What follows belongs to an exercise in optimizing a design on an open flow for small area; a production flow would make more cautious choices. The RTL was checked by simulation tests, not by an equivalence proof against the original design. Power figures rest on the tool's default switching activity, not on a simulated workload.

[flow/config.mk]
export PLATFORM = sky130hd
export DESIGN_NAME = dualcore
export DESIGN_NICKNAME = dualcore
export VERILOG_FILES = /design/flow/design.v
export SDC_FILE = /design/flow/constraint.sdc
export NUM_CORES = 8
export LEC_CHECK = 0
export CAP_MARGIN = 0
export CORE_MARGIN = 2
export CORE_UTILIZATION = 65
export CTS_BUF_LIST = sky130_fd_sc_hd__clkbuf_16
export CTS_CLUSTER_DIAMETER = 60
export CTS_CLUSTER_SIZE = 25
export SLEW_MARGIN = 0
[flow/constraint.sdc]
create_clock -name core_clock -period 10.0 [get_ports {clk}]
set_input_delay 2.0000 -clock core_clock [delete_from_list [all_inputs] [get_ports {clk}]]
set_output_delay 2.0000 -clock core_clock [all_outputs]
set_load 0.01 [all_outputs]
[flow/design.v]
module processor(
    input clk,
    input reset,
    input [24-1:0]  instruction,
    output reg[16-1:0] data,
    output[8-1:0]          pcCounter,
    output [2-1:0] rwToMem,
    output [16-1:0] addrToMem,
    output [16-1:0] dataToMem,
    input wire cacheEn,
    input wire[16-1:0] dataFromMem
);
reg[8-1:0]          counter;
reg[2-1:0] state;
reg[16-1:0]        regFile[4-1:0];
wire[4-1:0] op        = instruction[23:20];
wire[1:0] ri                 = instruction[17:16];
wire[16-1:0] insData = instruction[15:0];
wire [16-1:0] rdata  = regFile[ri];
assign pcCounter = counter;
wire inMem = (state == 2'd2);
assign rwToMem   = inMem ? {1'b0, op[1]} : 2'd2;
assign addrToMem = insData;
assign dataToMem = rdata;
wire setW = (state == 2'd1) && (op == 4'd3);
wire ldW  = (state == 2'd2) && cacheEn && !op[1];
wire [16-1:0] wd = ({16{setW && !reset}} & insData) |
                           ({16{ldW  && !reset}} & dataFromMem);
integer k;
always @(posedge clk)
    for(k = 0; k < 4; k = k + 1)
        if(reset || ((setW || ldW) && ri == k))
            regFile[k] <= wd;
always @(posedge clk) begin
    if(reset) begin
        data       <= 0;
        counter    <= 0;
        state      <= 2'd0;
    end
    else case(state)
        2'd0: state <= 2'd1;
        2'd1: case(op)
            4'd0, 4'd3: begin counter <= counter + 1'b1; state <= 2'd0; end
            4'd4: begin data <= rdata; counter <= counter + 1'b1; state <= 2'd0; end
            4'd1, 4'd2: state <= 2'd2;
            default: state <= 2'd3;
        endcase
        2'd2: if(cacheEn) begin
            counter <= counter + 1'b1;
            state   <= 2'd0;
        end
        default: ;
    endcase
end
endmodule
module cache(
    input clk,
    input reset,
    input[2-1:0] rwFromCPU,
    input[16-1:0]    addrFromCPU,
    input[16-1:0]    dataFromCPU,
    input[16-1:0]    dataFromMem,
    input                 memEn,
    input                 havMsgFromCache,
    input                 allowReadFromCache,
    input                 rmFromCache,
    input                 wmFromCache,
    input[16-1:0] allowReadFromCacheAddr,
    input                 bcTagFromCache,
    input                 tagsEqual,
    input[16-1:0] addrFromCache,
    output reg                    cacheEnToCPU,
    output [16-1:0]    dataToCPU,
    output [2-1:0] rwToMem,
    output [16-1:0]    addrToMem,
    output [16-1:0]    dataToMem,
    output reg havMsgToCache,
    output reg allowReadToCache,
    output reg[16-1:0] allowReadToCacheAddr,
    output [16-1:0] tag,
    output reg bcTag,
    output reg rmToCache,
    output reg wmToCache
);
reg [4-1:0] state;
reg [16-1:0]  addr;
assign tag = addr;
reg [16-1:0]  cacheLine;
reg stall;
wire isInvalid = (state == 4'hb) || (state == 4'hc) || (state == 4'hd);
wire idel      = (rwFromCPU == 2'd2);
wire match     = (addrFromCPU == addr);
wire rm        = (rwFromCPU == 2'd0  ) && (isInvalid  || !match);
wire rh        = (rwFromCPU == 2'd0  ) && (!isInvalid && match);
wire wm        = (rwFromCPU == 2'd1  ) && (isInvalid  || !match);
wire wh        = (rwFromCPU == 2'd1  ) && (!isInvalid && match);
wire snoop     = havMsgFromCache && (bcTagFromCache ? tagsEqual : addrFromCache == addr);
wire snoopRm   = snoop && rmFromCache;
wire snoopWm   = snoop && wmFromCache;
wire okOther   = allowReadFromCache || allowReadFromCacheAddr != addrFromCPU;
wire okOwn     = allowReadFromCache || allowReadToCacheAddr   != addrFromCPU;
wire isWB = (state == 4'h2) || (state == 4'h3) ||
            (state == 4'h4)  || (state == 4'h5);
wire isRD = (state == 4'h6) || (state == 4'h7) || (state == 4'h9) ||
            (state == 4'ha) || (state == 4'hc) || (state == 4'hd);
assign rwToMem     = isWB ? 2'd1 : isRD ? 2'd0 : 2'd2;
assign addrToMem   = isWB ? addr : addrFromCPU;
assign dataToMem   = cacheLine;
assign dataToCPU   = cacheLine;
always @(posedge clk) begin
    if(reset) begin
        cacheEnToCPU         <= 0;
        havMsgToCache        <= 0;
        allowReadToCache     <= 1;
        rmToCache            <= 0;
        wmToCache            <= 0;
        state                <= 4'hb;
        stall                <= 0;
        allowReadToCacheAddr <= 0;
    end
    else begin
        cacheEnToCPU <= 0;
        case(state)
            4'h1: begin
                if(snoopRm) begin
                    havMsgToCache        <= 0;
                    allowReadToCache     <= 0;
                    allowReadToCacheAddr <= addr;
                    rmToCache            <= 0;
                    wmToCache            <= 0;
                    stall                <= 0;
                    state                <= 4'h2;
                end
                else if(snoopWm) begin
                    havMsgToCache        <= 0;
                    allowReadToCache     <= 0;
                    allowReadToCacheAddr <= addr;
                    stall                <= 0;
                    state                <= 4'h3;
                end
                else if(rh) begin
                    cacheEnToCPU         <= 1;
                    havMsgToCache        <= 0;
                    allowReadToCache     <= 1;
                    allowReadToCacheAddr <= 0;
                    rmToCache            <= 0;
                    wmToCache            <= 0;
                    stall                <= 0;
                end
                else if(wh) begin
                    cacheEnToCPU         <= 1;
                    havMsgToCache        <= 0;
                    allowReadToCache     <= 0;
                    allowReadToCacheAddr <= 0;
                    rmToCache            <= 0;
                    wmToCache            <= 0;
                    stall                <= 0;
                    cacheLine            <= dataFromCPU;
                end
                else if(rm) begin
                    havMsgToCache        <= 1;
                    allowReadToCache     <= 0;
                    allowReadToCacheAddr <= addr;
                    bcTag                <= 0;
                    rmToCache            <= 1;
                    wmToCache            <= 0;
                    stall                <= 0;
                    state                <= 4'h5;
                end
                else if(wm) begin
                    havMsgToCache        <= 1;
                    allowReadToCache     <= 0;
                    allowReadToCacheAddr <= addr;
                    bcTag                <= 0;
                    rmToCache            <= 0;
                    wmToCache            <= 1;
                    stall                <= 0;
                    state                <= 4'h4;
                end
            end
            4'h2: begin
                if(memEn) begin
                    allowReadToCache <= 1;
                    state            <= 4'h8;
                end
                else
                    allowReadToCache <= 0;
            end
            4'h3: begin
                if(memEn) begin
                    state            <= 4'hb;
                    allowReadToCache <= 1;
                    stall            <= !idel;
                end
            end
            4'h4: begin
                if(memEn && okOther) begin
                    allowReadToCache     <= 0;
                    allowReadToCacheAddr <= addrFromCPU;
                    state                <= 4'h6;
                end
            end
            4'h5: begin
                if(memEn)
                    state <= 4'h7;
            end
            4'h6: begin
                if(memEn) begin
                    addr          <= addrFromCPU;
                    cacheLine     <= dataFromCPU;
                    cacheEnToCPU  <= 1;
                    havMsgToCache <= 0;
                    wmToCache     <= 0;
                    bcTag         <= 1;
                    state         <= 4'h1;
                end
            end
            4'h7: begin
                if(memEn) begin
                    cacheLine        <= dataFromMem;
                    addr             <= addrFromCPU;
                    cacheEnToCPU     <= 1;
                    allowReadToCache <= 1;
                    havMsgToCache    <= 0;
                    rmToCache        <= 0;
                    bcTag            <= 1;
                    state            <= 4'h8;
                end
            end
            4'h8: begin
                if(snoopRm) begin
                end
                else if(snoopWm) begin
                    state <= 4'hb;
                end
                else if(rh) begin
                    cacheEnToCPU <= 1;
                end
                else if(wh) begin
                    cacheLine    <= dataFromCPU;
                    cacheEnToCPU <= 1;
                    state        <= 4'h1;
                end
                else if(rm) begin
                    havMsgToCache <= 1;
                    rmToCache     <= 1;
                    bcTag         <= 0;
                    if(okOther)
                        state <= 4'h9;
                end
                else if(wm) begin
                    havMsgToCache <= 1;
                    wmToCache     <= 1;
                    bcTag         <= 0;
                    if(okOwn) begin
                        state                <= 4'ha;
                        allowReadToCache     <= 0;
                        allowReadToCacheAddr <= addrFromCPU;
                    end
                end
                else begin
                    havMsgToCache <= 0;
                    wmToCache     <= 0;
                    rmToCache     <= 0;
                end
            end
            4'h9: begin
                if(memEn) begin
                    cacheLine     <= dataFromMem;
                    addr          <= addrFromCPU;
                    cacheEnToCPU  <= 1;
                    havMsgToCache <= 0;
                    rmToCache     <= 0;
                    bcTag         <= 1;
                    state         <= 4'h8;
                end
            end
            4'ha: begin
                if(memEn) begin
                    addr          <= addrFromCPU;
                    cacheLine     <= dataFromCPU;
                    cacheEnToCPU  <= 1;
                    havMsgToCache <= 0;
                    rmToCache     <= 0;
                    bcTag         <= 1;
                    state         <= 4'h1;
                end
            end
            4'hb: begin
                if(rm) begin
                    havMsgToCache <= 1;
                    rmToCache     <= 1;
                    bcTag         <= 0;
                    if(okOwn) begin
                        if(!stall)
                            state <= 4'hc;
                        else
                            stall <= 0;
                    end
                end
                else if(wm) begin
                    havMsgToCache <= 1;
                    wmToCache     <= 1;
                    bcTag         <= 0;
                    if(okOther) begin
                        if(!stall) begin
                            state                <= 4'hd;
                            allowReadToCache     <= 0;
                            allowReadToCacheAddr <= addrFromCPU;
                        end
                        else
                            stall <= 0;
                    end
                end
                else
                    havMsgToCache <= 0;
            end
            4'hc: begin
                if(memEn) begin
                    cacheLine    <= dataFromMem;
                    addr         <= addrFromCPU;
                    cacheEnToCPU <= 1;
                    rmToCache    <= 0;
                    bcTag        <= 1;
                    state        <= 4'h8;
                end
            end
            4'hd: begin
                if(memEn) begin
                    addr          <= addrFromCPU;
                    cacheLine     <= dataFromCPU;
                    cacheEnToCPU  <= 1;
                    havMsgToCache <= 0;
                    wmToCache     <= 0;
                    bcTag         <= 1;
                    state         <= 4'h1;
                end
            end
            default: ;
        endcase
    end
end
endmodule
module memBus(
    input clk,
    input reset,
    input wire[2-1:0] rwFromCacheA,
    input wire[16-1:0]    addrFromCacheA,
    input wire[16-1:0]    dataFromCacheA,
    output reg[16-1:0]    dataToCacheA,
    output memEnA,
    input wire[2-1:0] rwFromCacheB,
    input wire[16-1:0]    addrFromCacheB,
    input wire[16-1:0]    dataFromCacheB,
    output reg[16-1:0]    dataToCacheB,
    output memEnB
);
reg [2:0] phase;     
reg       isWr;
reg       prefer;    
reg       cs;        
reg       memEn;
reg [4:0] maddr;
reg [4:0] ph;
assign memEnA = memEn & ~cs;
assign memEnB = memEn &  cs;
wire reqA  = (rwFromCacheA != 2'd2);
wire reqB  = (rwFromCacheB != 2'd2);
wire idle  = (phase == 0);
wire grant = idle && (reqA || reqB);
wire selB  = prefer ? reqB : !reqA;
wire [2-1:0] rwSel = selB ? rwFromCacheB : rwFromCacheA;
wire [4:0] addrSel = selB ? addrFromCacheB[4:0] : addrFromCacheA[4:0];
always @(posedge clk) begin
    if(reset) begin
        phase  <= 0;
        prefer <= 0;
        memEn  <= 0;
    end
    else case(phase)
        3'd0: begin
            memEn <= 0;
            if(grant) begin
                cs    <= selB;
                isWr  <= rwSel == 2'd1;
                maddr <= addrSel;
                phase <= 1;
            end
        end
        3'd6: begin
            memEn  <= 1;
            prefer <= ~cs;
            phase  <= 7;
        end
        3'd7: phase <= 0;
        default: phase <= phase + 1'b1;
    endcase
end
always @(posedge clk) begin
    if(reset) ph <= 0;
    else      ph <= ph + 1'b1;
end
reg zdone;
always @(posedge clk) begin
    if(reset)          zdone <= 0;
    else if(ph == 5'd7) zdone <= 1;
end
wire zero = reset || !zdone;
wire       curB  = idle ? selB : cs;
wire       curWr = idle ? (rwSel == 2'd1) : isWr;
wire [4:0] pos   = (idle ? addrSel : maddr) + ph;
wire       rdWin = !reset && (grant || (phase != 0 && phase != 7)) && !curWr;
wire       wrWin = !reset && (grant || phase != 0) && curWr;
wire [16-1:0] wdata = zero ? {16{1'b0}} : curB ? dataFromCacheB : dataFromCacheA;
reg [16-1:0] ring [0:31];
reg [16-1:0] rdata;
reg hit;
always @* begin
    hit = 1'b1;
    case(pos)
        5'd0:  rdata = ring[0];
        5'd7:  rdata = ring[7];
        5'd14: rdata = ring[14];
        5'd21: rdata = ring[21];
        5'd27: rdata = ring[27];
        default: begin hit = 1'b0; rdata = {16{1'bx}}; end
    endcase
end
genvar p;
generate for(p = 0; p < 32; p = p + 1) begin : g_ring
    localparam integer PREV = (p + 31) % 32;
    if(p % 8 == 0) begin : g_tap
        wire ins = zero || (wrWin && (pos == PREV));
        always @(posedge clk)
            ring[p] <= ins ? wdata : ring[PREV];
    end
    else begin : g_pass
        always @(posedge clk)
            ring[p] <= ring[PREV];
    end
end endgenerate
wire [16-1:0] rword = zero ? {16{1'b0}} : rdata;
always @(posedge clk) begin
    if(rdWin && hit) begin
        if(curB) dataToCacheB <= rword;
        else     dataToCacheA <= rword;
    end
end
endmodule
module dualcore(
    input clk,
    input reset,
    input  [24-1:0]  ins_code1_proc1,
    input  [24-1:0]  ins_code2_proc2,
    output [8-1:0]   pc_proc1_code1,
    output [8-1:0]   pc_proc2_code2,
    output [16-1:0] dataOut1,
    output [16-1:0] dataOut2
);
wire[2-1:0] rw_P1_C1,rw_P2_C2;
wire                  en_C1_P1,en_C2_P2;
wire [16-1:0] addr_P1_C1,addr_P2_C2;
wire [16-1:0] data_P1_C1,data_P2_C2;
wire [16-1:0] data_C1_P1,data_C2_P2;
wire[16-1:0]data_M_C1,data_M_C2;
wire en_M_C1,en_M_C2;
wire[2-1:0]rw_C1_M,rw_C2_M;
wire[16-1:0] addr_C1_M,addr_C2_M;
wire[16-1:0] data_C1_M,data_C2_M;
wire msg_C2_C1,msg_C1_C2;
wire allowRead_C2_C1,allowRead_C1_C2;
wire [16-1:0] allowReadAddr_C1_C2,allowReadAddr_C2_C1;
wire[16-1:0] tag_C1,tag_C2;
wire bcTag_C1,bcTag_C2;
wire tagsEqual = (tag_C1 == tag_C2);
wire rm_C2_C1,rm_C1_C2,wm_C2_C1,wm_C1_C2;
processor P1(
    .clk(clk), .reset(reset),
    .instruction(ins_code1_proc1), .data(dataOut1), .pcCounter(pc_proc1_code1),
    .rwToMem(rw_P1_C1), .addrToMem(addr_P1_C1), .dataToMem(data_P1_C1),
    .cacheEn(en_C1_P1), .dataFromMem(data_C1_P1)
);
processor P2(
    .clk(clk), .reset(reset),
    .instruction(ins_code2_proc2), .data(dataOut2), .pcCounter(pc_proc2_code2),
    .rwToMem(rw_P2_C2), .addrToMem(addr_P2_C2), .dataToMem(data_P2_C2),
    .cacheEn(en_C2_P2), .dataFromMem(data_C2_P2)
);
cache C1(
    .clk(clk), .reset(reset),
    .rwFromCPU(rw_P1_C1), .addrFromCPU(addr_P1_C1), .dataFromCPU(data_P1_C1),
    .cacheEnToCPU(en_C1_P1), .dataToCPU(data_C1_P1),
    .dataFromMem(data_M_C1), .memEn(en_M_C1), .rwToMem(rw_C1_M),
    .addrToMem(addr_C1_M), .dataToMem(data_C1_M),
    .havMsgFromCache(msg_C2_C1), .allowReadFromCache(allowRead_C2_C1),
    .allowReadFromCacheAddr(allowReadAddr_C2_C1), .addrFromCache(addr_P2_C2),
    .bcTagFromCache(bcTag_C2), .tagsEqual(tagsEqual),
    .rmFromCache(rm_C2_C1), .wmFromCache(wm_C2_C1),
    .havMsgToCache(msg_C1_C2), .allowReadToCache(allowRead_C1_C2),
    .allowReadToCacheAddr(allowReadAddr_C1_C2), .tag(tag_C1), .bcTag(bcTag_C1),
    .rmToCache(rm_C1_C2), .wmToCache(wm_C1_C2)
);
cache C2(
    .clk(clk), .reset(reset),
    .rwFromCPU(rw_P2_C2), .addrFromCPU(addr_P2_C2), .dataFromCPU(data_P2_C2),
    .cacheEnToCPU(en_C2_P2), .dataToCPU(data_C2_P2),
    .dataFromMem(data_M_C2), .memEn(en_M_C2), .rwToMem(rw_C2_M),
    .addrToMem(addr_C2_M), .dataToMem(data_C2_M),
    .havMsgFromCache(msg_C1_C2), .allowReadFromCache(allowRead_C1_C2),
    .allowReadFromCacheAddr(allowReadAddr_C1_C2), .addrFromCache(addr_P1_C1),
    .bcTagFromCache(bcTag_C1), .tagsEqual(tagsEqual),
    .rmFromCache(rm_C1_C2), .wmFromCache(wm_C1_C2),
    .havMsgToCache(msg_C2_C1), .allowReadToCache(allowRead_C2_C1),
    .allowReadToCacheAddr(allowReadAddr_C2_C1), .tag(tag_C2), .bcTag(bcTag_C2),
    .rmToCache(rm_C2_C1), .wmToCache(wm_C2_C1)
);
memBus mb(
    .clk(clk), .reset(reset),
    .rwFromCacheA(rw_C1_M), .addrFromCacheA(addr_C1_M), .dataFromCacheA(data_C1_M),
    .dataToCacheA(data_M_C1), .memEnA(en_M_C1),
    .rwFromCacheB(rw_C2_M), .addrFromCacheB(addr_C2_M), .dataFromCacheB(data_C2_M),
    .dataToCacheB(data_M_C2), .memEnB(en_M_C2)
);
endmodule
[flow/flow/run.sh]
#!/bin/bash
# Own layout flow: the standard ORFS flow (standard.sh), with two changes:
#  - synthesis maps logic with an area-oriented ABC script (abc_area.script
#    here, which runs ABC's &deepsyn for five minutes) instead of ORFS's
#    delay-driven one; everything else in synthesis,
#    including flip-flop mapping, is the standard synthesis script
#    (synth_recipe.tcl), which synth.tcl here sources;
#  - the input and output port buffers are the smallest buffer cell.
# Each tool's output is in the ORFS logs under orfs/logs; make's own output
# goes to make.log in this folder.
set -euo pipefail
WORK=$(pwd)
export OWN_ABC_SCRIPT="$WORK/flow/abc_area.script"
export FLOW_SYNTH_TCL="$WORK/synth_recipe.tcl"
sed -e "s#SYNTH_SCRIPT=[^ ]*#SYNTH_SCRIPT=$WORK/flow/synth.tcl#" standard.sh > standard_own.sh
bash standard_own.sh "BUFFER_PORTS_ARGS=-buffer_cell sky130_fd_sc_hd__buf_1" \
  "CTS_ARGS=-sink_clustering_enable -repair_clock_nets -buf_list sky130_fd_sc_hd__clkbuf_16 -sink_clustering_size 25 -sink_clustering_max_diameter 60 -dont_use_dummy_load" \
  finish > make.log 2>&1
[flow/flow/abc_area.script]
strash
ifraig
scorr
dc2
strash
&get -n
&deepsyn -T 300
&dch -f
&nf -R 1000
&put
topo
[flow/flow/synth.tcl]
# The standard synthesis (synth_recipe.tcl), with ABC run on our own
# script: the -script argument that ORFS passes to abc is replaced.
proc abc {args} {
  set i [lsearch -exact $args -script]
  if { $i >= 0 } {
    lset args [expr { $i + 1 }] $::env(OWN_ABC_SCRIPT)
  }
  yosys abc {*}$args
}
source $::env(FLOW_SYNTH_TCL)
[flow/standard.sh]
#!/bin/bash
# synth_recipe.tcl (not shown) runs the flow's synth.tcl, then flattens the netlist and writes it again
# the make line also repeats each setting of config.mk as NAME=value (left out here)
make -C /OpenROAD-flow-scripts/flow DESIGN_CONFIG=/design/flow/config.mk WORK_HOME=/design/flow/orfs CLKGATE_MAP_FILE= SYNTH_SCRIPT=/design/flow/synth_recipe.tcl "${@:-finish}"
==> impl_metrics.csv, run 1 <==
group,metric,value,unit
sta,fmax,0.134,GHz
synth,synth_top_area_frac,0.465,
floorplan,ios,98,
setup_path,crit_family,"simple AND/OR/NAND/NOR gates",
finish,final_common_cell,"dfxtp_1",
synth,async_reset_ff_frac,0,
placement,place_hpwl,50400,um
sta,finalClockSkew,0.0885,ns
global_routing,met2_usage,0.570,
setup_path,max_stage_delay,0.94,ns
clock_tree,ctsResizeCount,0,
setup_path,start_kind,"register",
placement,place_ws,3.07,ns
setup_path,worstSetupPathType,"reg2reg",
global_routing,met3_usage,0.0661,
placement,dpl.cell_count,2695,
setup_path,cp.arrival,7.93,ns
floorplan,die_area,43200,um^2
synth,synth_edf_count,233,
floorplan,rows,74,
run,max_cap_viol_count,0,
floorplan,coreArea,40900,um^2
sta,setup_viol,0,
synth,yosys.area.top_type,"dfxtp_1",
clock_tree,path_clk_slew,0.09,ns
min_path,hold_depth,0,
setup_path,required,10.44,ns
detailed_routing,wirelength,77000,um
global_routing,grt_max_degree,29,
setup_path,critPathSlowestCell,"nor2_2",
sta,setup_ws,2.52,ns
synth,synth_cell_types,57,
pwr,peakVddDrop,0.000192,V
clock_tree,clk-insertion-delay-late,0.63,ns
clock_tree,h-tree-depth,2,
detailed_routing,via_count,18400,
global_routing,gr-total-overflow,0,
floorplan,die_x,208,um
synth,yosysSeqAreaShare,0.724,
detailed_routing,firstDrtPassIters,9,
setup_path,reg2reg_depth,26,
synth,syn_area,27000,um^2
global_routing,grt_pass1_wl,115000,um
setup_path,reg2reg_slack,2.52,ns
placement,port_buffers,93,
synth,ys_ff_latch,860,
floorplan,start_util,0.659,
finish,fin_util,0.721,
floorplan,die_h,208,um
global_routing,antenna_found_initial,5,
setup_path,path_buf_inv,5,
finish,instances_no_fill,2746,
finish,layout-drive-gt1-share,0.0425,
pwr,finalPower,7.44,mW
detailed_routing,drc,0,
global_routing,gr-usage-met1,0.472,
sta,worstMarginPinSlew,1.35,ns
setup_path,timing.rr.end,"mb.dataToCacheB[14]",
clock_tree,post_cts_buffers,0,
sta,max-slew-margin-rel,0.100,
min_path,worstHoldStart,"mb.ring[20][9]",
setup_path,reg2reg_from,"C1.state[1]",
placement,placed_area,28300,um^2
clock_tree,cts.sinks,860,
sta,period_share,0.748,
finish,final_cell_mix,"627 x dfxtp_1, 233 x edfxtp_1, 143 x a22o_1",
setup_path,cp_max_fo,16,
sta,hold_violations,0,
detailed_routing,viasPerCell,6.70,
pwr,p_leak,10.8,nW
run_status,run_status,"complete, no violations",
global_routing,grt_pass1_vias,18000,
detailed_routing,wire_per_inst,28.0,um
sta,setup_tns,0,ns
min_path,holdPathEnd,"mb.ring[21][9]",
finish,layout.nets,2282,
clock_tree,cts_tree,"built",
pwr,p_per_area,252,nW/um^2
sta,period_needed,7.48,ns
finish,nFillCells,2548,
synth,synth.area.top_cells,"dfxtp_1 47%, edfxtp_1 26%, a22o_1 4.6%, a222oi_1 3.0%, o22ai_1 2.0%",
clock_tree,clockRootBuffer,"clkbuf_16",
sta,hold_slack,0.286,ns
sta,maxSlewViolCount,0,
clock_tree,numCtsBuffers,49,
clock_tree,hold_buffers,0,
detailed_routing,ant_nets,0,
finish,area_growth,9.34,%
synth,synthCells,2042,
synth,syn_avg_cell_area,13.2,um^2
detailed_routing,drtIter0Drc,2740,
global_routing,grt-busiest-layer,"met2",
sta,rsz0062_at_grt,"false",
clock_tree,cts.path.max_buffers,3,
min_path,hp-class,"reg2reg",
synth,yosys_warnings,5,
synth,synth_fp_nets,2110,
placement,gp_congestion,1.02,
finish,final_cell_area,29500,um^2
setup_path,endpoint_kind,"register",
global_routing,grtUsageTotal,0.353,
synth,ys.flop_type,"dfxtp_1",
==> power by group <==
| part | switching (mW) | total (mW) | internal, mW |
|---|---|---|---|
| clock network | 1.05 | 1.92 | 0.869 |
| logic | 0.934 | 1.42 | 0.487 |
| registers | 0.269 | 4.10 | 3.84 |
| total | 2.25 | 7.44 | 5.19 |
==> worst reg2reg max path, cell delays in order (launching register included) <==
cell and delay, ns:
dfxtp_1 0.45, nor2_1 0.29, clkinv_1 0.16, o21ai_0 0.40, nor2_1 0.16, nor2_1 0.27, o21ai_0 0.24, nand2b_1 0.18
o21a_1 0.19, clkinv_1 0.12, nor2_1 0.33, nand2_1 0.13, a31oi_1 0.36, ha_1 0.27, clkinv_1 0.10, fa_1 0.47
clkinv_1 0.07, a21o_1 0.11, a21oi_1 0.07, xnor2_1 0.14, xnor2_1 0.58, clkinv_1 0.30, nor2_1 0.26, nand3_1 0.12
nor2_2 0.94, a222oi_1 0.36, nand3_1 0.28
==> metal layers <==
layer,vias up,share of wire
li1,8052,-
met1,8994,0.39
met2,1117,0.47
met3,235,0.095
met4,0,0.043
met5,-,0
==> area by class of cell <==
cell class | instances | area, um^2 | area share
diodes | 2 | 5.00 | 0.000170
clock buffers | 49 | 1230 | 0.0416
inverters | 130 | 488 | 0.0165
multi-input cells | 1052 | 7010 | 0.238
flip-flops and latches | 860 | 19500 | 0.663
well taps | 532 | 666 | 0.0226
repair buffers | 121 | 561 | 0.0190
==> Yosys cell counts, types with 6 or more instances <==
| master | instances |
|---|---|
| nor3b_1 | 6 |
| a22oi_1 | 6 |
| a31oi_1 | 23 |
| nor4_1 | 18 |
| a21boi_0 | 14 |
| ha_1 | 17 |
| nand2b_1 | 13 |
| mux2_1 | 16 |
| nor2b_1 | 25 |
| a21o_1 | 8 |
| a222oi_1 | 82 |
| nor3_1 | 35 |
| nand4_1 | 12 |
| a211oi_1 | 6 |
| and3_1 | 17 |
| dfxtp_1 | 627 |
| xor2_1 | 24 |
| a2111oi_0 | 9 |
| or3_1 | 6 |
| a22o_1 | 143 |
| o22ai_1 | 85 |
| nand2_1 | 127 |
| edfxtp_1 | 233 |
| o21ai_0 | 56 |
| and2_0 | 11 |
| nor2_1 | 114 |
| nand3_1 | 41 |
| clkinv_1 | 130 |
| xnor2_1 | 12 |
| a221oi_1 | 17 |
| a21oi_1 | 50 |
==> cells by family (layout without fill, tap and decap cells) <==
logic type | after synthesis | count (layout) | share of synthesized area
multiplexers | 16 | 16 | 0.00668
adder cells (fa/ha/maj) | 18 | 18 | 0.00862
flip-flops | 860 | 860 | 0.724
AND/OR/NAND/NOR | 441 | 441 | 0.0773
AO/OA/AOI/OAI | 541 | 541 | 0.153
buffers and inverters | 130 | 300 | 0.0181
XOR/XNOR | 36 | 36 | 0.0117
other | 0 | 2 | 0
==> registers in the layout, indices dropped and copies added, names as in the netlist, 3 cells and up <==
signal / count
C1.addr: 16
C1.allowReadToCacheAddr: 16
C1.cacheLine: 16
C1.state: 4
C2.addr: 16
C2.allowReadToCacheAddr: 16
C2.cacheLine: 16
C2.state: 4
P1.counter: 8
P1.data: 16
P1.regFile: 64
P2.counter: 8
P2.data: 16
P2.regFile: 64
mb.dataToCacheA: 16
mb.dataToCacheB: 16
mb.maddr: 5
mb.ph: 5
mb.phase: 3
mb.ring: 512
==> worst max path at each step <==
stage,from,end,cells after the start
5_1_grt,C1.state[1],mb.dataToCacheA[12],26
2_1_floorplan,C1.state[1],mb.dataToCacheB[0],27
4_1_cts,C1.state[1],mb.dataToCacheB[14],26
3_5_place_dp,C1.state[1],mb.dataToCacheA[14],26
3_3_place_gp,C1.state[1],mb.dataToCacheA[14],26
6_report,C1.state[1],mb.dataToCacheB[14],26
==> run 2: changes to the inputs <==
--- a/flow/flow/run.sh
+++ b/flow/flow/run.sh
@@ -14,5 +14,5 @@
 export FLOW_SYNTH_TCL="$WORK/synth_recipe.tcl"
 sed -e "s#SYNTH_SCRIPT=[^ ]*#SYNTH_SCRIPT=$WORK/flow/synth.tcl#" standard.sh > standard_own.sh
 bash standard_own.sh "BUFFER_PORTS_ARGS=-buffer_cell sky130_fd_sc_hd__buf_1" \
-  "CTS_ARGS=-sink_clustering_enable -repair_clock_nets -buf_list sky130_fd_sc_hd__clkbuf_16 -sink_clustering_size 25 -sink_clustering_max_diameter 60 -dont_use_dummy_load" \
+  "CTS_ARGS=-sink_clustering_enable -repair_clock_nets -buf_list sky130_fd_sc_hd__clkbuf_16 -sink_clustering_size 40 -sink_clustering_max_diameter 45 -dont_use_dummy_load" \
   finish > make.log 2>&1
==> impl_metrics.csv, run 2 <==
group,metric,value,unit
finish,nFillCells,2485,
finish,area_growth,10.9,%
setup_path,worstSetupPathType,"reg2reg",
synth,ys_ff_latch,860,
pwr,p_leak,11.0,nW
floorplan,rows,74,
global_routing,gr-usage-met1,0.468,
clock_tree,h-tree-depth,3,
finish,top_regs,"mb.ring x512, P1.regFile x64, P2.regFile x64",
synth,syn_area,27000,um^2
setup_path,endpoint_kind,"register",
setup_path,startpoint,"C2.state[1]",
pwr,peakVddDrop,0.000183,V
placement,gp_congestion,1.02,
global_routing,met2_usage,0.580,
sta,hold_slack,0.287,ns
pwr,p_per_area,261,nW/um^2
setup_path,reg2reg_depth,27,
synth,synth_top_area_frac,0.465,
finish,final_cell_area,29900,um^2
detailed_routing,wirelength,78300,um
sta,period_needed,7.34,ns
synth,yosysMostFrequentCell,"dfxtp_1",
pwr,finalPower,7.81,mW
finish,regMostFlops,"mb.ring",
synth,synth_common_cells,"627 x dfxtp_1, 233 x edfxtp_1, 143 x a22o_1",
detailed_routing,drtIter0Drc,2699,
finish,final_common_cell,"dfxtp_1",
setup_path,reg2reg_slack,2.66,ns
sta,max-slew-margin-rel,0.102,
clock_tree,clk-insertion-delay-late,0.64,ns
clock_tree,hold_buffers,0,
setup_path,cp_max_fo,16,
floorplan,die_area,43200,um^2
synth,synth_edf_count,233,
sta,worstMarginPinSlew,1.35,ns
placement,place_hpwl,50400,um
synth,yosys_warnings,5,
sta,setup_viol,0,
setup_path,reg2reg_from,"C2.state[1]",
clock_tree,numCtsBuffers,66,
synth,synth_fp_nets,2110,
synth,yosysSeqAreaShare,0.724,
finish,final_cell_mix,"627 x dfxtp_1, 233 x edfxtp_1, 143 x a22o_1",
global_routing,grtUsageTotal,0.359,
floorplan,die_h,208,um
finish,largest_reg_flops,512,
clock_tree,post_cts_buffers,0,
global_routing,grt_pass1_wl,116000,um
setup_path,required,10.41,ns
synth,synth.area.top_cells,"dfxtp_1 47%, edfxtp_1 26%, a22o_1 4.6%, a222oi_1 3.0%, o22ai_1 2.0%",
sta,period_share,0.734,
global_routing,antenna_found_initial,6,
clock_tree,clockRootBuffer,"clkbuf_16",
run_status,run_status,"complete, no violations",
placement,placed_area,28300,um^2
detailed_routing,via_count,18600,
synth,synth_cell_types,57,
detailed_routing,drc,0,
run,max_cap_viol_count,0,
setup_path,start_kind,"register",
placement,port_buffers,93,
detailed_routing,ant_nets,0,
setup_path,timing.rr.end,"mb.dataToCacheB[12]",
placement,dpl.cell_count,2695,
floorplan,die_x,208,um
global_routing,grt_max_degree,32,
sta,finalClockSkew,0.106,ns
global_routing,met3_usage,0.0785,
synth,yosys.area.top_type,"dfxtp_1",
finish,fin_util,0.731,
synth,ys.flop_type,"dfxtp_1",
placement,place_ws,3.07,ns
clock_tree,path_clk_slew,0.11,ns
synth,syn_avg_cell_area,13.2,um^2
global_routing,gr-total-overflow,0,
global_routing,grt_pass1_vias,18400,
clock_tree,ctsResizeCount,0,
sta,setup_ws,2.66,ns
detailed_routing,wire_per_inst,28.3,um
detailed_routing,firstDrtPassIters,11,
setup_path,cp.arrival,7.75,ns
min_path,hp-class,"reg2reg",
synth,synthCells,2042,
global_routing,grt-busiest-layer,"met2",
finish,layout.nets,2299,
clock_tree,cts.sinks,860,
sta,fmax,0.136,GHz
floorplan,start_util,0.659,
clock_tree,cts.path.max_buffers,3,
finish,layout-drive-gt1-share,0.0498,
synth,async_reset_ff_frac,0,
sta,setup_tns,0,ns
sta,rsz0062_at_grt,"false",
floorplan,ios,98,
floorplan,coreArea,40900,um^2
setup_path,cp-endpoint,"mb.dataToCacheB[12]",
clock_tree,cts_tree,"built",
detailed_routing,viasPerCell,6.73,
finish,instances_no_fill,2764,
sta,hold_violations,0,
sta,maxSlewViolCount,0,
-- run 2: cell counts after synthesis --
No cell type changed its count.
-- run 2: area by class of cell --
type | instances | area [um^2] | area share
inverters | 130 | 488 | 0.0163
well taps | 532 | 666 | 0.0222
multi-input cells | 1052 | 7010 | 0.234
flip-flops and latches | 860 | 19500 | 0.653
repair buffers | 121 | 561 | 0.0187
diodes | 3 | 7.51 | 0.000251
clock buffers | 66 | 1650 | 0.0552
-- run 2: worst max-delay path, stage by stage (launching register included) --
cell and delay [ns]:
dfxtp_1 0.58, clkinv_1 0.24, nor2_1 0.36, nand2_1 0.10, o21ai_0 0.11, a211oi_1 0.10
nor2_1 0.31, or2_0 0.31, nand2_1 0.11, o21a_1 0.15, clkinv_1 0.08, and2_0 0.32
a222oi_1 0.18, a31oi_1 0.33, ha_1 0.23, clkinv_1 0.08, fa_1 0.46, clkinv_1 0.07
a21o_1 0.10, a21oi_1 0.07, xnor2_1 0.14, xnor2_1 0.51, clkinv_1 0.30, nor2_1 0.26
nand3_1 0.13, nor2_2 0.94, a222oi_1 0.36, nand3_1 0.25
-- run 2: where the power goes --
| part | leakage (nW) | internal, mW | switching (mW) |
|---|---|---|---|
| registers | 7.38 | 3.84 | 0.269 |
| logic | 2.83 | 0.485 | 0.926 |
| clock network | 0.813 | 1.17 | 1.12 |
-- run 2: logic make-up after synthesis --
group	Yosys count	synth area share
AND/OR/NAND/NOR	441	0.0773
multiplexers	16	0.00668
buffers and inverters	130	0.0181
XOR/XNOR	36	0.0117
flip-flops	860	0.724
adder cells (fa/ha/maj)	18	0.00862
AO/OA/AOI/OAI	541	0.153
-- run 2: worst min-delay path by stage --
stage | from | end | slack [ns] | cells after the start
final | mb.ring[9][0] | mb.ring[10][0] | 0.29 | 0
after global routing | mb.ring[9][0] | mb.ring[10][0] | 0.29 | 0
after CTS | mb.ring[18][15] | mb.ring[19][15] | 0.29 | 0
after detailed placement | mb.ring[22][4] | mb.ring[23][4] | 0.31 | 0
after global placement | mb.ring[10][5] | mb.ring[11][5] | 0.31 | 0
after floorplan | mb.ring[9][0] | mb.ring[10][0] | 0.31 | 0
-- run 2: per-layer routing --
layer,vias up,part of all wire
met4,4,0.046
li1,8075,-
met2,1159,0.48
met1,9125,0.38
met5,-,0.00033
met3,248,0.097
==> run 3: changes to the inputs <==
--- a/flow/flow/run.sh
+++ b/flow/flow/run.sh
@@ -14,5 +14,5 @@
 export FLOW_SYNTH_TCL="$WORK/synth_recipe.tcl"
 sed -e "s#SYNTH_SCRIPT=[^ ]*#SYNTH_SCRIPT=$WORK/flow/synth.tcl#" standard.sh > standard_own.sh
 bash standard_own.sh "BUFFER_PORTS_ARGS=-buffer_cell sky130_fd_sc_hd__buf_1" \
-  "CTS_ARGS=-sink_clustering_enable -repair_clock_nets -buf_list sky130_fd_sc_hd__clkbuf_16 -sink_clustering_size 40 -sink_clustering_max_diameter 45 -dont_use_dummy_load" \
+  "CTS_ARGS=-sink_clustering_enable -repair_clock_nets -buf_list sky130_fd_sc_hd__clkbuf_16 -sink_clustering_size 32 -sink_clustering_max_diameter 50 -dont_use_dummy_load" \
   finish > make.log 2>&1
==> impl_metrics.csv, run 3 <==
group,metric,value,unit
setup_path,startpoint,"C2.state[1]",
global_routing,antenna_found_initial,6,
finish,area_growth,9.43,%
clock_tree,h-tree-depth,2,
pwr,p_leak,10.8,nW
setup_path,cp-endpoint,"mb.dataToCacheA[14]",
clock_tree,path_clk_slew,0.11,ns
global_routing,grt_pass1_vias,18000,
setup_path,endpoint_kind,"register",
setup_path,reg2reg_from,"C2.state[1]",
synth,synthCells,2042,
setup_path,reg2reg_depth,27,
synth,syn_avg_cell_area,13.2,um^2
sta,setup_viol,0,
placement,port_buffers,93,
detailed_routing,viasPerCell,6.69,
setup_path,max_stage_delay,0.94,ns
finish,multi_input_comb_area,7010,um^2
detailed_routing,ant_nets,0,
floorplan,die_area,43200,um^2
clock_tree,post_cts_buffers,0,
finish,layout.nets,2283,
global_routing,grtUsageTotal,0.347,
finish,layout-drive-gt1-share,0.0429,
clock_tree,ctsResizeCount,0,
synth,synth.area.top_cells,"dfxtp_1 47%, edfxtp_1 26%, a22o_1 4.6%, a222oi_1 3.0%, o22ai_1 2.0%",
detailed_routing,met3_length,7760,um
finish,final_common_cell,"dfxtp_1",
setup_path,path_buf_inv,5,
finish,seqCellArea,19500,um^2
sta,setup_tns,0,ns
finish,top_regs,"mb.ring x512, P1.regFile x64, P2.regFile x64",
detailed_routing,drc,0,
floorplan,start_util,0.659,
global_routing,grt_max_degree,33,
detailed_routing,met2_wirelength,35700,um
floorplan,ios,98,
setup_path,cpMostUsedCell,"clkinv_1",
sta,maxSlewViolCount,0,
sta,period_share,0.725,
synth,synth_cell_types,57,
setup_path,crit_family,"simple AND/OR/NAND/NOR gates",
sta,period_needed,7.25,ns
finish,final_cell_mix,"627 x dfxtp_1, 233 x edfxtp_1, 143 x a22o_1",
floorplan,die_x,208,um
pwr,peakVddDrop,0.000189,V
detailed_routing,dr.max_layer_used,"met5",
synth,syn_area,27000,um^2
clock_tree,clockRootBuffer,"clkbuf_16",
pwr,p_per_area,252,nW/um^2
setup_path,critPathSlowestCell,"nor2_2",
clock_tree,cts_tree,"built",
setup_path,cp_max_fo,16,
global_routing,grt_pass1_wl,113000,um
synth,synth_top_area_frac,0.465,
sta,hold_violations,0,
synth,synth_fp_nets,2110,
detailed_routing,via_count,18400,
global_routing,gr-total-overflow,0,
setup_path,required,10.45,ns
clock_tree,cts.sinks,860,
run,max_cap_viol_count,0,
synth,synth_common_cells,"627 x dfxtp_1, 233 x edfxtp_1, 143 x a22o_1",
placement,place_hpwl,50400,um
synth,async_reset_ff_frac,0,
setup_path,worstSetupPathType,"reg2reg",
setup_path,reg2reg_slack,2.75,ns
clock_tree,clk-insertion-delay-late,0.64,ns
floorplan,rows,74,
placement,dpl.cell_count,2695,
clock_tree,hold_buffers,0,
detailed_routing,wirelength,76000,um
run_status,run_status,"complete, no violations",
min_path,hp-class,"reg2reg",
synth,yosys_warnings,5,
clock_tree,numCtsBuffers,50,
detailed_routing,firstDrtPassIters,8,
setup_path,cp.depth,27,
synth,ys_ff_latch,860,
synth,yosys.area.top_type,"dfxtp_1",
sta,fmax,0.138,GHz
clock_tree,cts.path.max_buffers,3,
finish,largest_reg_flops,512,
sta,worstMarginPinSlew,1.30,ns
setup_path,cp.arrival,7.70,ns
synth,synth_edf_count,233,
setup_path,timing.rr.end,"mb.dataToCacheA[14]",
finish,regMostFlops,"mb.ring",
detailed_routing,drt-met1-wl,29100,um
finish,instances_no_fill,2747,
synth,yosysSeqAreaShare,0.724,
detailed_routing,drtIter0Drc,2407,
synth,ys.flop_type,"dfxtp_1",
floorplan,coreArea,40900,um^2
sta,finalClockSkew,0.0814,ns
finish,nFillCells,2585,
floorplan,die_h,208,um
sta,rsz0062_at_grt,"false",
sta,max-slew-margin-rel,0.133,
synth,yosysMostFrequentCell,"dfxtp_1",
detailed_routing,wire_per_inst,27.7,um
setup_path,start_kind,"register",
placement,gp_congestion,1.02,
[run 3: cell counts after synthesis]
No cell type changed its count.
[run 3: worst min path at each step]
stage | endpoint | slack (ns) | cells past startpoint | start
3_3_place_gp | mb.ring[11][5] | 0.31 | 0 | mb.ring[10][5]
2_1_floorplan | mb.ring[10][0] | 0.31 | 0 | mb.ring[9][0]
4_1_cts | mb.ring[20][10] | 0.26 | 0 | mb.ring[19][10]
5_1_grt | mb.ring[20][10] | 0.26 | 0 | mb.ring[19][10]
3_5_place_dp | mb.ring[23][4] | 0.31 | 0 | mb.ring[22][4]
6_report | mb.ring[20][10] | 0.26 | 0 | mb.ring[19][10]
[run 3: cells by family after synthesis]
family	after synthesis	share of synthesized area
flip-flops	860	0.724
AO/OA/AOI/OAI	541	0.153
AND/OR/NAND/NOR	441	0.0773
buffers and inverters	130	0.0181
XOR/XNOR	36	0.0117
adder cells (fa/ha/maj)	18	0.00862
multiplexers	16	0.00668
[run 3: power by group]
group | total (mW) | internal [mW] | switching, mW
clock | 1.94 | 0.885 | 1.05
sequential | 4.10 | 3.84 | 0.269
combinational | 1.39 | 0.485 | 0.903
total | 7.43 | 5.21 | 2.23
[run 3: per-stage QoR]
stage                     instance area [um^2]  total power [mW]  setup slack [ns]  utilization  hold slack (ns)
after global placement                   28300              5.48              3.24        0.691            0.310
after detailed placement                 28300              5.51              3.07        0.691            0.312
final                                    29500              7.43              2.75        0.722            0.263
after global routing                     29500              7.69              2.20        0.721            0.261
after CTS                                29500              7.39              2.94        0.721            0.264
after floorplan                          27000              5.00              4.19            -            0.310
[run 3: area by class of cell]
type,count,share of cell area
Antenna cell,2,0.000169
Clock buffer,50,0.0424
Inverter,130,0.0165
Multi-Input combinational cell,1052,0.237
Sequential cell,860,0.662
Tap cell,532,0.0225
Timing Repair Buffer,121,0.0190
[run 3: per-layer routing]
metal	GRT usage	up-vias
li1	-	8041
met1	0.457	8947
met2	0.557	1138
met3	0.0750	250
met4	0.156	6
met5	0	-
[run 3: worst reg2reg max path, stage by stage, from the launching register on]
cell and delay [ns]:
dfxtp_1 0.58, clkinv_1 0.24, nor2_1 0.36, nand2_1 0.09, o21ai_0 0.11, a211oi_1 0.11, nor2_1 0.28, or2_0 0.30
nand2_1 0.11, o21a_1 0.15, clkinv_1 0.08, and2_0 0.34, a222oi_1 0.18, a31oi_1 0.34, ha_1 0.23, clkinv_1 0.08
fa_1 0.46, clkinv_1 0.07, a21o_1 0.10, a21oi_1 0.07, xnor2_1 0.14, xnor2_1 0.49, clkinv_1 0.25, nor2_1 0.23
nand3_1 0.12, nor2_2 0.94, a222oi_1 0.39, nand3_1 0.28
==> run 4: changes to the inputs <==
--- a/flow/flow/run.sh
+++ b/flow/flow/run.sh
@@ -14,5 +14,5 @@
 export FLOW_SYNTH_TCL="$WORK/synth_recipe.tcl"
 sed -e "s#SYNTH_SCRIPT=[^ ]*#SYNTH_SCRIPT=$WORK/flow/synth.tcl#" standard.sh > standard_own.sh
 bash standard_own.sh "BUFFER_PORTS_ARGS=-buffer_cell sky130_fd_sc_hd__buf_1" \
-  "CTS_ARGS=-sink_clustering_enable -repair_clock_nets -buf_list sky130_fd_sc_hd__clkbuf_16 -sink_clustering_size 32 -sink_clustering_max_diameter 50 -dont_use_dummy_load" \
+  "CTS_ARGS=-sink_clustering_enable -repair_clock_nets -buf_list sky130_fd_sc_hd__clkbuf_8 -root_buf sky130_fd_sc_hd__clkbuf_16 -sink_clustering_size 18 -sink_clustering_max_diameter 45 -dont_use_dummy_load" \
   finish > make.log 2>&1
==> impl_metrics.csv, run 4 <==
group,metric,value,unit
detailed_routing,drc,0,
finish,area_growth,8.89,%
clock_tree,cts_tree,"built",
finish,regMostFlops,"mb.ring",
global_routing,grtUsageTotal,0.342,
floorplan,die_x,208,um
global_routing,antenna_found_initial,5,
global_routing,gr-total-overflow,0,
synth,ys_ff_latch,860,
floorplan,coreArea,40900,um^2
clock_tree,path_clk_slew,0.11,ns
global_routing,grt_max_degree,29,
floorplan,die_h,208,um
finish,final_common_cell,"dfxtp_1",
detailed_routing,wirelength,74600,um
synth,synth_cell_types,57,
synth,async_reset_ff_frac,0,
synth,synth_edf_count,233,
sta,rsz0062_at_grt,"false",
finish,layout-drive-gt1-share,0.0528,
finish,largest_reg_flops,512,
placement,placed_area,28300,um^2
pwr,p_leak,10.8,nW
detailed_routing,firstDrtPassIters,9,
sta,period_needed,7.14,ns
min_path,hp-class,"reg2reg",
floorplan,die_area,43200,um^2
placement,gp_congestion,1.02,
setup_path,reg2reg_slack,2.86,ns
detailed_routing,viasPerCell,6.60,
min_path,hold_depth,0,
detailed_routing,via_count,18300,
synth,synth.area.top_cells,"dfxtp_1 47%, edfxtp_1 26%, a22o_1 4.6%, a222oi_1 3.0%, o22ai_1 2.0%",
floorplan,ios,98,
synth,synth_top_area_frac,0.465,
sta,setup_tns,0,ns
detailed_routing,ant_nets,0,
run_status,run_status,"complete, no violations",
setup_path,cp_max_fo,16,
global_routing,grt_pass1_wl,111000,um
sta,hold_violations,0,
clock_tree,clk-insertion-delay-late,0.60,ns
finish,final_cell_area,29400,um^2
sta,finalClockSkew,0.0926,ns
synth,yosysSeqAreaShare,0.724,
clock_tree,numCtsBuffers,73,
synth,syn_avg_cell_area,13.2,um^2
synth,yosys_warnings,5,
sta,fmax,0.140,GHz
clock_tree,hold_buffers,0,
finish,nFillCells,2639,
clock_tree,post_cts_buffers,0,
synth,ys.flop_type,"dfxtp_1",
setup_path,worstSetupPathType,"reg2reg",
synth,syn_area,27000,um^2
setup_path,reg2reg_depth,27,
pwr,p_per_area,248,nW/um^2
setup_path,reg2reg_from,"C2.state[1]",
setup_path,startpoint,"C2.state[1]",
placement,place_hpwl,50400,um
floorplan,rows,74,
synth,yosys.area.top_type,"dfxtp_1",
setup_path,endpoint_kind,"register",
run,max_cap_viol_count,0,
setup_path,timing.rr.end,"mb.dataToCacheA[14]",
synth,synth_fp_nets,2110,
sta,maxSlewViolCount,0,
detailed_routing,wire_per_inst,26.9,um
placement,port_buffers,93,
finish,layout.nets,2306,
synth,yosysMostFrequentCell,"dfxtp_1",
setup_path,start_kind,"register",
synth,synth_common_cells,"627 x dfxtp_1, 233 x edfxtp_1, 143 x a22o_1",
clock_tree,cts.path.max_buffers,3,
clock_tree,ctsResizeCount,0,
pwr,finalPower,7.27,mW
sta,setup_viol,0,
sta,period_share,0.714,
synth,synthCells,2042,
finish,final_cell_mix,"627 x dfxtp_1, 233 x edfxtp_1, 143 x a22o_1",
sta,worstMarginPinSlew,1.28,ns
pwr,peakVddDrop,0.000239,V
detailed_routing,drtIter0Drc,2474,
clock_tree,h-tree-depth,3,
floorplan,start_util,0.659,
setup_path,cp.arrival,7.55,ns
clock_tree,cts.sinks,860,
clock_tree,clockRootBuffer,"clkbuf_16",
global_routing,grt_pass1_vias,17800,
finish,fin_util,0.718,
setup_path,cp-endpoint,"mb.dataToCacheA[14]",
sta,max-slew-margin-rel,0.147,
setup_path,required,10.42,ns
finish,top_regs,"mb.ring x512, P1.regFile x64, P2.regFile x64",
[run 4: metal layers]
| metal | up-vias | share of wire | track usage |
|---|---|---|---|
| li1 | 8082 | - | - |
| met1 | 8879 | 0.39 | 0.457 |
| met2 | 1072 | 0.47 | 0.538 |
| met3 | 249 | 0.096 | 0.0793 |
| met4 | 2 | 0.046 | 0.153 |
| met5 | - | 0.00016 | 0 |
[run 4: power by group]
part           internal (mW)  switching (mW)  total (mW)
clock network          0.737            1.05        1.79
registers               3.84           0.267        4.10
logic                  0.485           0.895        1.38
[run 4: worst min-delay path by stage]
stage,start,to,slack [ns]
3_5_place_dp,mb.ring[22][4],mb.ring[23][4],0.31
5_1_grt,mb.ring[25][6],mb.ring[26][6],0.31
2_1_floorplan,mb.ring[9][0],mb.ring[10][0],0.31
6_report,mb.ring[25][6],mb.ring[26][6],0.31
3_3_place_gp,mb.ring[10][5],mb.ring[11][5],0.31
4_1_cts,mb.ring[25][6],mb.ring[26][6],0.30
[run 4: layout make-up]
type                    count  area (um^2)  share of cell area
repair buffers            121          561              0.0191
diodes                      2         5.00            0.000170
inverters                 130          488              0.0166
multi-input cells        1052         7010               0.239
clock buffers              73         1110              0.0376
flip-flops and latches    860        19500               0.665
well taps                 532          666              0.0227
[run 4: metrics by stage]
stage	setup slack (ns)	hold WS (ns)	cells
after floorplan	4.19	0.310	2042
after global placement	3.24	0.310	2695
after detailed placement	3.07	0.312	2695
after CTS	3.03	0.303	2768
after global routing	2.35	0.315	2768
final	2.86	0.307	2770
[run 4: critical path, cell delays in order, from the launching register on]
cell      delay [ns]
dfxtp_1         0.57
clkinv_1        0.24
nor2_1          0.36
nand2_1         0.09
o21ai_0         0.11
a211oi_1        0.11
nor2_1          0.28
or2_0           0.31
nand2_1         0.11
o21a_1          0.15
clkinv_1        0.08
and2_0          0.33
a222oi_1        0.18
a31oi_1         0.34
ha_1            0.23
clkinv_1        0.08
fa_1            0.46
clkinv_1        0.07
a21o_1          0.10
a21oi_1         0.07
xnor2_1         0.14
xnor2_1         0.47
clkinv_1        0.24
nor2_1          0.22
nand3_1         0.12
nor2_2          0.90
a222oi_1        0.35
nand3_1         0.26
[run 4: cells by family (layout without fill, tap and decap cells)]
logic type	count (synthesis)	after routing	share of synthesized area
flip-flops	860	860	0.724
AO/OA/AOI/OAI	541	541	0.153
AND/OR/NAND/NOR	441	441	0.0773
buffers and inverters	130	324	0.0181
XOR/XNOR	36	36	0.0117
adder cells (fa/ha/maj)	18	18	0.00862
multiplexers	16	16	0.00668
other	0	2	0
==> run 5: changes to the inputs <==
==> flow/flow/run.sh (replaced) <==
#!/bin/bash
# Own layout flow: the standard ORFS flow (standard.sh), with these
# changes:
#  - synthesis maps logic with an area-oriented ABC script (abc_area.script
#    here, which runs ABC's &deepsyn for five minutes) instead of ORFS's
#    delay-driven one; everything else in synthesis, including flip-flop
#    mapping, is the standard synthesis script (synth_recipe.tcl), which
#    synth.tcl here sources, except that adders are left to ABC instead of
#    being mapped to the platform's adder cells (ADDER_MAP_FILE empty);
#  - the input and output port buffers are the smallest buffer cell;
#  - clock tree synthesis uses clkbuf_8 sink buffers (clkbuf_16 at the root),
#    clusters of up to 18 sinks within 45 um, and no dummy loads.
# Each tool's output is in the ORFS logs under orfs/logs; make's own output
# goes to make.log in this folder.
set -euo pipefail
WORK=$(pwd)
export OWN_ABC_SCRIPT="$WORK/flow/abc_area.script"
export FLOW_SYNTH_TCL="$WORK/synth_recipe.tcl"
sed -e "s#SYNTH_SCRIPT=[^ ]*#SYNTH_SCRIPT=$WORK/flow/synth.tcl#" standard.sh > standard_own.sh
bash standard_own.sh "BUFFER_PORTS_ARGS=-buffer_cell sky130_fd_sc_hd__buf_1" \
  "ADDER_MAP_FILE=" \
  "CTS_ARGS=-sink_clustering_enable -repair_clock_nets -buf_list sky130_fd_sc_hd__clkbuf_8 -root_buf sky130_fd_sc_hd__clkbuf_16 -sink_clustering_size 18 -sink_clustering_max_diameter 45 -dont_use_dummy_load" \
  finish > make.log 2>&1
--- a/flow/config.mk
+++ b/flow/config.mk
@@ -8,7 +8,4 @@
 export CAP_MARGIN = 0
 export CORE_MARGIN = 2
 export CORE_UTILIZATION = 65
-export CTS_BUF_LIST = sky130_fd_sc_hd__clkbuf_16
-export CTS_CLUSTER_DIAMETER = 60
-export CTS_CLUSTER_SIZE = 25
 export SLEW_MARGIN = 0
==> impl_metrics.csv, run 5 <==
group,metric,value,unit
synth,yosys_warnings,5,
floorplan,ios,98,
synth,syn_avg_cell_area,13.4,um^2
clock_tree,cts.path.max_buffers,3,
setup_path,max_stage_delay,0.68,ns
synth,ys.flop_type,"dfxtp_1",
detailed_routing,drtIter0Drc,2584,
sta,period_share,0.751,
run,max_cap_viol_count,0,
finish,regMostFlops,"mb.ring",
detailed_routing,firstDrtPassIters,9,
detailed_routing,ant_nets,0,
floorplan,coreArea,40600,um^2
clock_tree,clockRootBuffer,"clkbuf_16",
synth,synth_fp_nets,2043,
finish,layout.nets,2243,
floorplan,start_util,0.657,
sta,finalClockSkew,0.0758,ns
sta,hold_slack,0.313,ns
sta,maxSlewViolCount,0,
clock_tree,path_clk_slew,0.10,ns
synth,async_reset_ff_frac,0,
synth,synth_cell_types,57,
setup_path,cpMostUsedCell,"nor2_1",
synth,synthCells,1993,
sta,period_needed,7.51,ns
synth,syn_area,26700,um^2
pwr,finalPower,7.60,mW
floorplan,die_h,207,um
setup_path,worstSetupPathType,"reg2reg",
detailed_routing,drc,0,
sta,worstMarginPinSlew,1.22,ns
detailed_routing,wirelength,79800,um
placement,place_ws,2.90,ns
detailed_routing,viasPerCell,6.77,
finish,diodes,0,
detailed_routing,wire_per_inst,29.3,um
sta,fmax,0.133,GHz
synth,ys_ff_latch,860,
clock_tree,cts_tree,"built",
synth,yosysSeqAreaShare,0.732,
global_routing,antenna_found_initial,2,
pwr,p_per_area,261,nW/um^2
sta,hold_violations,0,
clock_tree,hold_buffers,0,
setup_path,crit_family,"simple AND/OR/NAND/NOR gates",
finish,final_common_cell,"dfxtp_1",
sta,max-slew-margin-rel,0.165,
floorplan,rows,74,
finish,largest_reg_flops,512,
floorplan,die_x,207,um
finish,area_growth,8.97,%
setup_path,critPathSlowestCell,"nor2_1",
finish,final_cell_area,29100,um^2
floorplan,die_area,42700,um^2
placement,gp_congestion,0.950,
placement,placed_area,28000,um^2
clock_tree,cts.sinks,860,
synth,synth.area.top_cells,"dfxtp_1 47%, edfxtp_1 26%, a22o_1 5.1%, a222oi_1 2.5%, o22ai_1 1.8%",
synth,yosysMostFrequentCell,"dfxtp_1",
placement,dpl.cell_count,2653,
synth,synth_edf_count,233,
setup_path,cp_max_fo,17,
sta,setup_viol,0,
sta,setup_ws,2.49,ns
global_routing,grt_pass1_wl,117000,um
finish,layout-drive-gt1-share,0.0539,
synth,synth_common_cells,"627 x dfxtp_1, 233 x edfxtp_1, 155 x a22o_1",
finish,top_regs,"mb.ring x512, P1.regFile x64, P2.regFile x64",
placement,port_buffers,93,
placement,place_hpwl,52300,um
global_routing,grt_max_degree,53,
setup_path,start_kind,"register",
clock_tree,ctsResizeCount,0,
clock_tree,clk-insertion-delay-late,0.60,ns
global_routing,gr-total-overflow,0,
global_routing,grtUsageTotal,0.376,
setup_path,path_buf_inv,2,
clock_tree,numCtsBuffers,70,
setup_path,endpoint_kind,"register",
clock_tree,h-tree-depth,3,
finish,instances_no_fill,2723,
min_path,hp-class,"reg2reg",
setup_path,cp.arrival,7.80,ns
global_routing,grt_pass1_vias,18200,
pwr,peakVddDrop,0.000223,V
pwr,p_leak,10.6,nW
detailed_routing,via_count,18400,
clock_tree,post_cts_buffers,0,
setup_path,required,10.28,ns
setup_path,crit_chain,"nand2b_1 -> or2_0 -> o21ai_0 -> nor2b_1 -> nor2_1 -> nor2_1 -> a21o_1 -> clkinv_1 -> a21oi_1 -> nand2_1 -> a31oi_1 -> xor2_1 -> a21oi_1 -> maj3_1 -> xnor2_1 -> nand3_1 -> or3b_1 -> nand3_1 -> o2111ai_1 -> nor2_1 -> buf_4",
run_status,run_status,"complete, no violations",
finish,final_cell_mix,"627 x dfxtp_1, 233 x edfxtp_1, 155 x a22o_1",
finish,fin_util,0.716,
sta,rsz0062_at_grt,"false",
synth,yosys.area.top_type,"dfxtp_1",
synth,synth_top_area_frac,0.470,
sta,setup_tns,0,ns
## run 5: cell count changes in the layout (fill, tap and decap cells not counted), sizes merged, moves of 7 or more
cell / before / now
o22ai: 85 / 77
clkinv: 130 / 105
a22oi: 6 / 36
nor2b: 25 / 18
xnor2: 12 / 20
a22o: 143 / 155
buf: 120 / 127
a21boi: 14 / 1
a21oi: 50 / 40
or2: 5 / 12
and2: 11 / 18
o21ai: 56 / 25
ha: 17 / 0
a222oi: 82 / 66
## run 5: cell type report
| class | instances | area, um^2 |
|---|---|---|
| multi-input cells | 1028 | 6810 |
| well taps | 532 | 666 |
| flip-flops and latches | 860 | 19500 |
| inverters | 105 | 394 |
| fillers | 2523 | 11500 |
| clock buffers | 70 | 1060 |
| repair buffers | 128 | 613 |
## run 5: worst paths after layout
path / start / endpoint / slack (ns) / cells past startpoint
setup / recovery: C1.state[2] / mb.dataToCacheA[13] / 2.49 / 21
hold / removal: mb.ring[22][11] / mb.ring[23][11] / 0.31 / 0
setup reg to reg: C1.state[2] / mb.dataToCacheA[13] / 2.49 / 21
hold reg to reg: mb.ring[22][11] / mb.ring[23][11] / 0.31 / 0
## run 5: cells by family (layout without fill, tap and decap cells)
group,after synthesis,in the layout,share of synthesized area
flip-flops,860,860,0.732
AO/OA/AOI/OAI,518,518,0.151
AND/OR/NAND/NOR,447,447,0.0794
buffers and inverters,105,303,0.0148
XOR/XNOR,44,44,0.0144
multiplexers,17,17,0.00708
adder cells (fa/ha/maj),2,2,0.000750
## run 5: metal layers
metal	part of all wire	vias to the layer above	GRT usage
met5	0.00026	-	0
met4	0.058	4	0.218
met3	0.093	277	0.0677
met2	0.47	1284	0.604
met1	0.38	8952	0.483
li1	-	7913	-
## run 5: where the power goes
part	switching [mW]	total, mW	internal, mW
Clock	1.06	1.77	0.712
Sequential	0.318	4.22	3.90
Combinational	1.07	1.61	0.538
Total	2.45	7.60	5.15
==> run 6: changes to the inputs <==
==> flow/flow/run.sh (replaced) <==
#!/bin/bash
# Own layout flow: the standard ORFS flow (standard.sh), with these
# changes:
#  - synthesis maps logic with an area-oriented ABC script (abc_area.script
#    here, which runs ABC's &deepsyn for five minutes) instead of ORFS's
#    delay-driven one; everything else in synthesis, including flip-flop
#    mapping, is the standard synthesis script (synth_recipe.tcl), which
#    synth.tcl here sources;
#  - the input and output port buffers are the smallest buffer cell;
#  - clock tree synthesis uses clkbuf_8 sink buffers (clkbuf_16 at the root),
#    clusters of up to 18 sinks within 45 um, and no dummy loads.
# Each tool's output is in the ORFS logs under orfs/logs; make's own output
# goes to make.log in this folder.
set -euo pipefail
WORK=$(pwd)
export OWN_ABC_SCRIPT="$WORK/flow/abc_area.script"
export FLOW_SYNTH_TCL="$WORK/synth_recipe.tcl"
sed -e "s#SYNTH_SCRIPT=[^ ]*#SYNTH_SCRIPT=$WORK/flow/synth.tcl#" standard.sh > standard_own.sh
bash standard_own.sh "BUFFER_PORTS_ARGS=-buffer_cell sky130_fd_sc_hd__buf_1" \
  "CTS_ARGS=-sink_clustering_enable -repair_clock_nets -buf_list sky130_fd_sc_hd__clkbuf_4 -root_buf sky130_fd_sc_hd__clkbuf_16 -sink_clustering_size 10 -sink_clustering_max_diameter 30 -dont_use_dummy_load" \
  finish > make.log 2>&1
==> impl_metrics.csv, run 6 <==
group,metric,value,unit
setup_path,cp_max_fo,16,
min_path,worstHoldStart,"mb.ring[1][8]",
run_status,run_status,"complete, no violations",
setup_path,cp.arrival,7.64,ns
synth,synth.area.top_cells,"dfxtp_1 47%, edfxtp_1 26%, a22o_1 4.6%, a222oi_1 3.0%, o22ai_1 2.0%",
synth,ys.flop_type,"dfxtp_1",
synth,yosysMostFrequentCell,"dfxtp_1",
pwr,p_leak,10.8,nW
placement,port_buffers,93,
finish,multi_input_comb_area,7010,um^2
sta,maxSlewViolCount,0,
synth,yosys.area.top_type,"dfxtp_1",
sta,rsz0062_at_grt,"false",
global_routing,grt_max_degree,29,
sta,fmax,0.139,GHz
sta,worstMarginPinSlew,1.29,ns
finish,fin_util,0.715,
min_path,hold_depth,0,
detailed_routing,via_count,18800,
floorplan,die_h,208,um
min_path,hp-class,"reg2reg",
synth,async_reset_ff_frac,0,
detailed_routing,firstDrtPassIters,7,
finish,nFillCells,2690,
detailed_routing,wirelength,75800,um
finish,seqCellArea,19500,um^2
setup_path,start_kind,"register",
placement,placed_area,28300,um^2
run,max_cap_viol_count,0,
finish,final_cell_area,29300,um^2
synth,yosys_warnings,5,
synth,synth_cell_types,57,
sta,period_share,0.718,
setup_path,worstSetupPathType,"reg2reg",
finish,layout-drive-gt1-share,0.0767,
placement,gp_congestion,1.02,
detailed_routing,drc,0,
sta,period_needed,7.18,ns
detailed_routing,viasPerCell,6.63,
clock_tree,post_cts_buffers,0,
global_routing,grt_pass1_vias,18500,
pwr,p_per_area,245,nW/um^2
clock_tree,cts.path.max_buffers,3,
global_routing,grt_pass1_wl,113000,um
synth,synth_fp_nets,2110,
sta,setup_tns,0,ns
synth,syn_avg_cell_area,13.2,um^2
synth,ys_ff_latch,860,
clock_tree,h-tree-depth,4,
synth,yosysSeqAreaShare,0.724,
clock_tree,clk-insertion-delay-late,0.65,ns
setup_path,reg2reg_depth,26,
detailed_routing,drtIter0Drc,2369,
setup_path,timing.rr.end,"mb.dataToCacheB[0]",
sta,setup_viol,0,
clock_tree,path_clk_slew,0.11,ns
clock_tree,cts.sinks,860,
clock_tree,ctsResizeCount,0,
finish,largest_reg_flops,512,
setup_path,reg2reg_slack,2.82,ns
setup_path,reg2reg_from,"C1.state[1]",
clock_tree,hold_buffers,0,
detailed_routing,ant_nets,0,
finish,layout.nets,2364,
clock_tree,numCtsBuffers,131,
synth,syn_area,27000,um^2
setup_path,required,10.46,ns
synth,synth_common_cells,"627 x dfxtp_1, 233 x edfxtp_1, 143 x a22o_1",
clock_tree,clockRootBuffer,"clkbuf_16",
pwr,peakVddDrop,0.000184,V
clock_tree,cts_tree,"built",
placement,place_hpwl,50400,um
global_routing,gr-total-overflow,0,
synth,synthCells,2042,
synth,synth_edf_count,233,
finish,top_regs,"mb.ring x512, P1.regFile x64, P2.regFile x64",
finish,final_cell_mix,"627 x dfxtp_1, 233 x edfxtp_1, 143 x a22o_1",
global_routing,antenna_found_initial,4,
global_routing,grtUsageTotal,0.349,
floorplan,die_area,43200,um^2
setup_path,endpoint_kind,"register",
detailed_routing,wire_per_inst,26.8,um
finish,regMostFlops,"mb.ring",
floorplan,die_x,208,um
floorplan,coreArea,40900,um^2
synth,synth_top_area_frac,0.465,
floorplan,ios,98,
finish,area_growth,8.50,%
finish,final_common_cell,"dfxtp_1",
floorplan,rows,74,
sta,finalClockSkew,0.108,ns
sta,hold_violations,0,
floorplan,start_util,0.659,
sta,max-slew-margin-rel,0.140,
min_path,holdPathEnd,"mb.ring[2][8]",
## run 6: cell count changes in the layout (fill, tap and decap cells not counted), sizes merged, moves of 8 or more
cell / change
a21boi: +13
a21oi: +10
a222oi: +16
a22o: -12
a22oi: -30
clkbuf: +61
clkinv: +25
ha: +17
o21ai: +31
o22ai: +8
xnor2: -8
## run 6: routing by layer
layer / up-vias / GRT usage / wire length, um
li1: 8219 / - / -
met4: 2 / 0.162 / 3270
met2: 1157 / 0.558 / 35900
met3: 238 / 0.0785 / 7300
met1: 9139 / 0.457 / 29400
met5: - / 0 / 11
## run 6: layout make-up
type,instances,share of cell area
sequential,860,0.668
multi-input combinational,1052,0.239
clock buffer,131,0.0342
antenna,2,0.000171
tap,532,0.0227
inverter,130,0.0167
timing repair buffer,121,0.0191
## run 6: power by group
group / switching, mW / leakage, nW / internal, mW
Sequential: 0.266 / 7.38 / 3.84
Clock: 1.07 / 0.610 / 0.617
Combinational: 0.900 / 2.83 / 0.485
## run 6: how the worst max path moves through the flow
stage / startpoint / to / slack [ns] / cells past startpoint
final: C1.state[1] / mb.dataToCacheB[0] / 2.82 / 26
after global routing: C1.state[1] / mb.dataToCacheB[14] / 2.38 / 26
after CTS: C1.state[1] / mb.dataToCacheB[0] / 3.05 / 26
after detailed placement: C1.state[1] / mb.dataToCacheA[14] / 3.07 / 26
after global placement: C1.state[1] / mb.dataToCacheA[14] / 3.24 / 26
after floorplan: C1.state[1] / mb.dataToCacheB[0] / 4.19 / 27
## run 6: worst max-delay path: stages, from the launching register on
cell and delay (ns):
dfxtp_1 0.45, nor2_1 0.28, clkinv_1 0.15, o21ai_0 0.42, nor2_1 0.17, nor2_1 0.27
o21ai_0 0.24, nand2b_1 0.18, o21a_1 0.19, clkinv_1 0.12, and2_0 0.29, a222oi_1 0.41
a31oi_1 0.21, ha_1 0.25, clkinv_1 0.06, fa_1 0.24, clkinv_1 0.08, a21o_1 0.17
a21oi_1 0.17, xnor2_1 0.10, xnor2_1 0.50, clkinv_1 0.25, nor2_1 0.23, nand3_1 0.12
nor2_2 0.90, a222oi_1 0.38, nand3_1 0.23
## run 6: logic make-up after synthesis
kind of cell | synth area share
simple gates | 0.0773
buf+inv | 0.0181
flops | 0.724
mux | 0.00668
fa+ha+maj | 0.00862
xor+xnor | 0.0117
compound gates | 0.153
## run 6: through the flow
stage               hold WS (ns)  instances  total power, mW  setup slack [ns]
floorplan                  0.310       2042             5.00              4.19
CTS                        0.303       2826             7.15              3.05
global route               0.309       2826             7.46              2.38
detailed placement         0.312       2695             5.51              3.07
global placement           0.310       2695             5.48              3.24
finish                     0.304       2828             7.18              2.82

## what the ideal ports hide
Ports are ideal in the flow. The routed layouts listed here were re-timed in OpenROAD. Step 1 sets driving cells, clkbuf_16 on the clock port and buf_2 on the other inputs (assumed; they add their load-dependent delay and slew). Step 2, shift: input delay + t, output delay - t, t = (earliest + latest rising clock arrival at the registers) / 2. This alone moves slack from input paths to output paths. Slacks: ideal / step 1 / step 2; pairs: ideal / step 1.
run	t, ns	slack for setup (ns)
run 1	0.649	2.515 / 2.515 / 2.515
run 2	0.649	2.658 / 2.658 / 2.658
run 3	0.663	2.749 / 2.748 / 2.748
run 4	0.621	2.865 / 2.865 / 2.865
run 5	0.621	2.488 / 2.488 / 2.488
run 6	0.655	2.821 / 2.821 / 2.821
After both steps setup and hold are still met in every run listed.
